Context: an optimization exercise on an open-source flow, tuned for small area. The choices shown serve that exercise and are no tape-out recipe.
The RTL was checked by simulation tests, not by an equivalence proof against the original design.
The clock input has no modelled driver; a real chip could not lean on it and would need a root buffer or a full tree.
Power figures rest on the tool's default switching activity, not on a simulated workload.

## try-lagoon
==> flow/design.v <==
module ad7606_drive#(
    parameter           P_RANGE = 0
)(
    input               i_clk           ,
    input               i_rst           ,
    input               i_user_ctrl     ,
    output [15:0]       o_user_data_1   ,
    output              o_user_valid_1  ,
    output [15:0]       o_user_data_2   ,
    output              o_user_valid_2  ,
    output [15:0]       o_user_data_3   ,
    output              o_user_valid_3  ,
    output [15:0]       o_user_data_4   ,
    output              o_user_valid_4  ,
    output [15:0]       o_user_data_5   ,
    output              o_user_valid_5  ,
    output [15:0]       o_user_data_6   ,
    output              o_user_valid_6  ,
    output [15:0]       o_user_data_7   ,
    output              o_user_valid_7  ,
    output [15:0]       o_user_data_8   ,
    output              o_user_valid_8  ,
    output              o_ad_psb_sel    ,
    output              o_ad_stby       ,
    output              o_ad_convstA    ,
    output              o_ad_convstB    ,
    output              o_ad_reset      ,
    output              o_ad_cs         ,
    output              o_ad_rd         ,
    output [2:0]        o_ad_osc        ,
    output              o_ad_range      ,
    input               i_ad_busy       ,
    input  [15:0]       i_ad_data
);
reg  [6:0]  r_st;
wire [6:0]  w_nst;
reg  [15:0] r_data;
wire        w_convst_n, w_cs_n, w_rd_n;
wire [8:1]  w_valid;
wire        w_hold_i, w_hold_b, w_jmp, w_skip;
always @(posedge i_clk or posedge i_rst)
begin
    if (i_rst)
        r_st <= 7'd26;
    else
        r_st <= w_nst;
end
always @(posedge i_clk)
    r_data <= i_ad_data;
assign o_ad_reset = ~((~r_st[2]) | (r_st[0] & r_st[1]) | (r_st[5]) | (r_st[6]));
assign w_convst_n = (~r_st[0] & ~r_st[1] & ~r_st[2] & ~r_st[3] & ~r_st[4] & ~r_st[6]);
assign w_cs_n = ~((~r_st[5]) | (~r_st[3] & ~r_st[4]) | (~r_st[2] & ~r_st[4]) | (~r_st[0] & ~r_st[1] & ~r_st[4]) | (r_st[0] & r_st[2] & r_st[3] & r_st[4]) | (r_st[1] & r_st[2] & r_st[3] & r_st[4]) | (r_st[6]));
assign w_rd_n = ~((~r_st[5]) | (~r_st[3] & ~r_st[4]) | (~r_st[2] & ~r_st[4]) | (~r_st[0]) | (r_st[2] & r_st[3] & r_st[4]) | (r_st[6]));
assign w_valid[1] = (r_st[0] & r_st[1] & r_st[2] & r_st[3] & ~r_st[4] & ~r_st[6]);
assign w_valid[2] = (r_st[0] & ~r_st[1] & ~r_st[2] & ~r_st[3] & r_st[4] & ~r_st[6]);
assign w_valid[3] = (r_st[0] & r_st[1] & ~r_st[2] & ~r_st[3] & r_st[4] & ~r_st[6]);
assign w_valid[4] = (r_st[0] & ~r_st[1] & r_st[2] & ~r_st[3] & r_st[4] & ~r_st[6]);
assign w_valid[5] = (r_st[0] & r_st[1] & r_st[2] & ~r_st[3] & r_st[4] & ~r_st[6]);
assign w_valid[6] = (r_st[0] & ~r_st[1] & ~r_st[2] & r_st[3] & r_st[4] & r_st[5]);
assign w_valid[7] = (r_st[0] & r_st[1] & ~r_st[2] & r_st[3] & r_st[4] & r_st[5]);
assign w_valid[8] = (r_st[0] & ~r_st[1] & r_st[2] & r_st[3] & r_st[4] & r_st[5]);
assign w_hold_i = (~r_st[0] & ~r_st[2] & ~r_st[5] & ~r_st[6]);
assign w_hold_b = (~r_st[0] & r_st[1] & ~r_st[2] & r_st[3] & ~r_st[4] & ~r_st[6]);
assign w_skip = (r_st[0] & ~r_st[1] & ~r_st[2] & r_st[3] & ~r_st[4] & ~r_st[6]);
assign w_jmp = (r_st[3] & r_st[4] & r_st[5] & r_st[6]);
wire       w_en  = ~(w_hold_i & ~i_user_ctrl) & ~(w_hold_b & i_ad_busy);
wire [6:0] w_inc = (r_st + {6'd0, w_en}) | {6'd0, w_skip & ~i_ad_busy};
assign w_nst = (w_inc & ~({7{w_jmp}} & 7'd96)) | ({7{w_jmp}} & 7'd6);
assign o_ad_convstA   = ~w_convst_n;
assign o_ad_convstB   = ~w_convst_n;
assign o_ad_cs        = ~w_cs_n;
assign o_ad_rd        = ~w_rd_n;
assign o_user_valid_1 = w_valid[1];
assign o_user_valid_2 = w_valid[2];
assign o_user_valid_3 = w_valid[3];
assign o_user_valid_4 = w_valid[4];
assign o_user_valid_5 = w_valid[5];
assign o_user_valid_6 = w_valid[6];
assign o_user_valid_7 = w_valid[7];
assign o_user_valid_8 = w_valid[8];
assign o_user_data_1  = r_data & {16{w_valid[1]}};
assign o_user_data_2  = r_data & {16{w_valid[2]}};
assign o_user_data_3  = r_data & {16{w_valid[3]}};
assign o_user_data_4  = r_data & {16{w_valid[4]}};
assign o_user_data_5  = r_data & {16{w_valid[5]}};
assign o_user_data_6  = r_data & {16{w_valid[6]}};
assign o_user_data_7  = r_data & {16{w_valid[7]}};
assign o_user_data_8  = r_data & {16{w_valid[8]}};
assign o_ad_psb_sel   = 1'b0;
assign o_ad_stby      = 1'b0;
assign o_ad_osc       = 3'd0;
assign o_ad_range     = P_RANGE;
endmodule
==> flow/config.mk <==
export PLATFORM = sky130hd
export DESIGN_NAME = ad7606_drive
export DESIGN_NICKNAME = ad7606_drive
export VERILOG_FILES = /design/flow/design.v
export SDC_FILE = /design/flow/constraint.sdc
export NUM_CORES = 4
export LEC_CHECK = 0
export ABC_AREA = 1
export CAP_MARGIN = 20
export CORE_AREA = 2.3 2.72 63.7 63.28
export CTS_BUF_LIST = sky130_fd_sc_hd__clkbuf_4
export DIE_AREA = 0 0 66 66
export SLEW_MARGIN = 20
==> flow/constraint.sdc <==
create_clock -name core_clock -period 20.0 [get_ports {i_clk}]
set_input_delay 4.0000 -clock core_clock [delete_from_list [all_inputs] [get_ports {i_clk}]]
set_output_delay 4.0000 -clock core_clock [all_outputs]
set_load 0.01 [all_outputs]
standard.sh (not shown) runs the stock make flow with config.mk's settings and CLKGATE_MAP_FILE= SYNTH_SCRIPT=/design/flow/synth_recipe.tcl, a recipe that flattens the netlist after the stock synthesis.
==> flow/flow/run.sh <==
#!/bin/bash
# The standard ORFS layout (standard.sh), with changes that only affect
# cell choice and sizes:
#  - synthesis is ORFS's own (synth_recipe.tcl, same passes and registers) except
#    that ABC maps with flow/abc_area.script (an area-only amap) and adders are
#    left to ABC instead of being mapped to half/full-adder cells first; the
#    flow runs with a copy of ORFS's scripts/ that differs only in that file,
#  - ports get the smallest buffer (buf_1) instead of clkdlybuf4s50_1,
#  - every logic cell starts at its smallest size before repair_design
#    (downsize.tcl), which then sizes up what it needs,
#  - power recovery downsizes cells with slack after global routing,
#  - the constant outputs share the one tie cell synthesis made,
#  - the clock tree is one clkbuf_16 driving every flip-flop (post_cts2.tcl
#    moves the CTS leaf buffers' loads onto the root buffer and removes them).
set -euo pipefail
HERE=$(pwd)
rm -rf "$HERE/orfs_scripts"
cp -r "$FLOW_HOME/scripts" "$HERE/orfs_scripts"
cp "$HERE/flow/abc_area.script" "$HERE/orfs_scripts/abc_area.script"
export SCRIPTS_DIR="$HERE/orfs_scripts"
export ADDER_MAP_FILE=
export BUFFER_PORTS_ARGS="-buffer_cell sky130_fd_sc_hd__buf_1"
export PRE_RESIZE_TCL="$HERE/flow/downsize.tcl"
export RECOVER_POWER=100
export SKIP_REPAIR_TIE_FANOUT=1
export POST_CTS_TCL="$HERE/flow/post_cts2.tcl"
export CLOCK_ROOT_CELL=sky130_fd_sc_hd__buf_8
bash standard.sh > "$HERE/standard_flow.log" 2>&1
==> flow/flow/post_cts2.tcl <==
# One clock buffer: CTS builds a root buffer feeding leaf buffers; with so few
# flip-flops one buffer (ROOT_CELL) can drive them all, so the leaf buffers'
# loads move onto the root's output net and the leaves are removed.
set root_cell $::env(CLOCK_ROOT_CELL)
set block [ord::get_db_block]
set clk_net [$block findNet i_clk]
set drv {}
foreach it [$clk_net getITerms] { lappend drv [$it getInst] }
if { [llength $drv] == 1 } {
  set root [lindex $drv 0]
  set rnet ""
  foreach it [$root getITerms] { if { [$it isOutputSignal] } { set rnet [$it getNet] } }
  set leaves {}
  foreach it [$rnet getITerms] {
    set inst [$it getInst]
    if { $inst != $root && [string match "sky130_fd_sc_hd__clkbuf_*" [[$inst getMaster] getName]] } { lappend leaves $inst }
  }
  set rnet_name [$rnet getName]
  foreach leaf $leaves {
    set lnet ""
    foreach it [$leaf getITerms] { if { [$it isOutputSignal] } { set lnet [$it getNet] } }
    set lname [$leaf getName]
    set lnet_name [$lnet getName]
    set pins {}
    foreach it [$lnet getITerms] {
      if { [$it getInst] != $leaf } { lappend pins "[[$it getInst] getName]/[[$it getMTerm] getName]" }
    }
    foreach p $pins {
      disconnect_pin $lnet_name $p
      connect_pin $rnet_name $p
    }
    delete_instance $lname
    delete_net $lnet_name
  }
  replace_cell [get_cells [$root getName]] [get_lib_cells */$root_cell]
  puts "post_cts2: removed [llength $leaves] leaf buffers, root is $root_cell"
  detailed_placement
  check_placement -verbose
  estimate_parasitics -placement
}
Other scripts of this flow, unchanged in this note and not shown: flow/flow/abc_area.script, flow/flow/downsize.tcl
## Diff of input files: try-harbor against try-lagoon
-- flow/flow/run.sh --
<<< try-lagoon, line 25
export SKIP_REPAIR_TIE_FANOUT=1
export POST_CTS_TCL="$HERE/flow/post_cts2.tcl"
export CLOCK_ROOT_CELL=sky130_fd_sc_hd__buf_8
bash standard.sh > "$HERE/standard_flow.log" 2>&1
>>> try-harbor, line 25
export SKIP_REPAIR_TIE_FANOUT=1
export POST_CTS_TCL="$HERE/flow/post_cts2.tcl"
export CLOCK_ROOT_CELL=sky130_fd_sc_hd__buf_12
bash standard.sh > "$HERE/standard_flow.log" 2>&1
==> comparison <==
Going from try-lagoon to try-harbor, total vias in the final route rose 0.80%, setup slack rose 0.044 ns.
On cell area after layout, try-harbor tracks try-lagoon almost exactly.
Looking at area growth from synthesis to final layout, try-harbor sits 0.37 points higher than try-lagoon does.
Between try-lagoon and try-harbor, the clock skew does not differ in any meaningful way.
Taking try-lagoon as the reference, in try-harbor wire length comparable, total design power went up.
Per the comparison of try-harbor with try-lagoon, portion of the clock cycle consumed by the worst path in the final layout now smaller, sum of met2 wire segment lengths after detailed routing now smaller.
Worst hold slack: try-harbor < try-lagoon
Inputs modified between try-harbor and try-onyx:
-- flow/flow/run.sh --
<<< try-harbor, line 11
#  - power recovery downsizes cells with slack after global routing,
#  - the constant outputs share the one tie cell synthesis made,
#  - the clock tree is one clkbuf_16 driving every flip-flop (post_cts2.tcl
#    moves the CTS leaf buffers' loads onto the root buffer and removes them).
set -euo pipefail
>>> try-onyx, line 11
#  - power recovery downsizes cells with slack after global routing,
#  - the constant outputs share the one tie cell synthesis made,
#  - the clock tree is one buf_12 driving every flip-flop (post_cts2.tcl
#    moves the CTS leaf buffers' loads onto the root buffer and removes them).
set -euo pipefail
==> comparison <==
- try-onyx against try-harbor: routed via count divided by cell count roughly the same; standard cell core area roughly the same; sum of buffers and inverters on the critical path roughly the same; instance count after placement with tap cells included roughly the same.
- From try-harbor to try-onyx the numbers moved as follows: area of the die saw little to no change; post-route cell area saw little to no change; number of non-clock inverters in the layout saw little to no change; power saw little to no change; clock distribution power saw little to no change.
- For cell depth of the worst flop-to-flop path, try-harbor and try-onyx come out practically identical.

[static timing again, ports no longer ideal]
The flow's constraints put no driver on any port. The routed layouts listed below were extracted and timed again, unchanged, in two steps. Step 1 sets driving cells, clkbuf_16 on the clock port and buf_2 on the other inputs (assumed; they add their load-dependent delay and slew). Step 2 moves the port delays by t, midway between the first and last clock arrival at a register: inputs arrive t later, outputs are due t later. That takes back most of the time a late clock gives input paths. Slacks: ideal / step 1 / step 2; pairs: ideal / step 1.
run	t, ns	slack for setup (ns)	worst setup path at the end
try-lagoon	0.174	13.452 / 13.421 / 13.596	register to output
try-harbor	0.158	13.495 / 13.464 / 13.622	register to output
try-onyx	0.158	13.495 / 13.464 / 13.622	register to output
After both steps setup and hold are still met in every run listed.
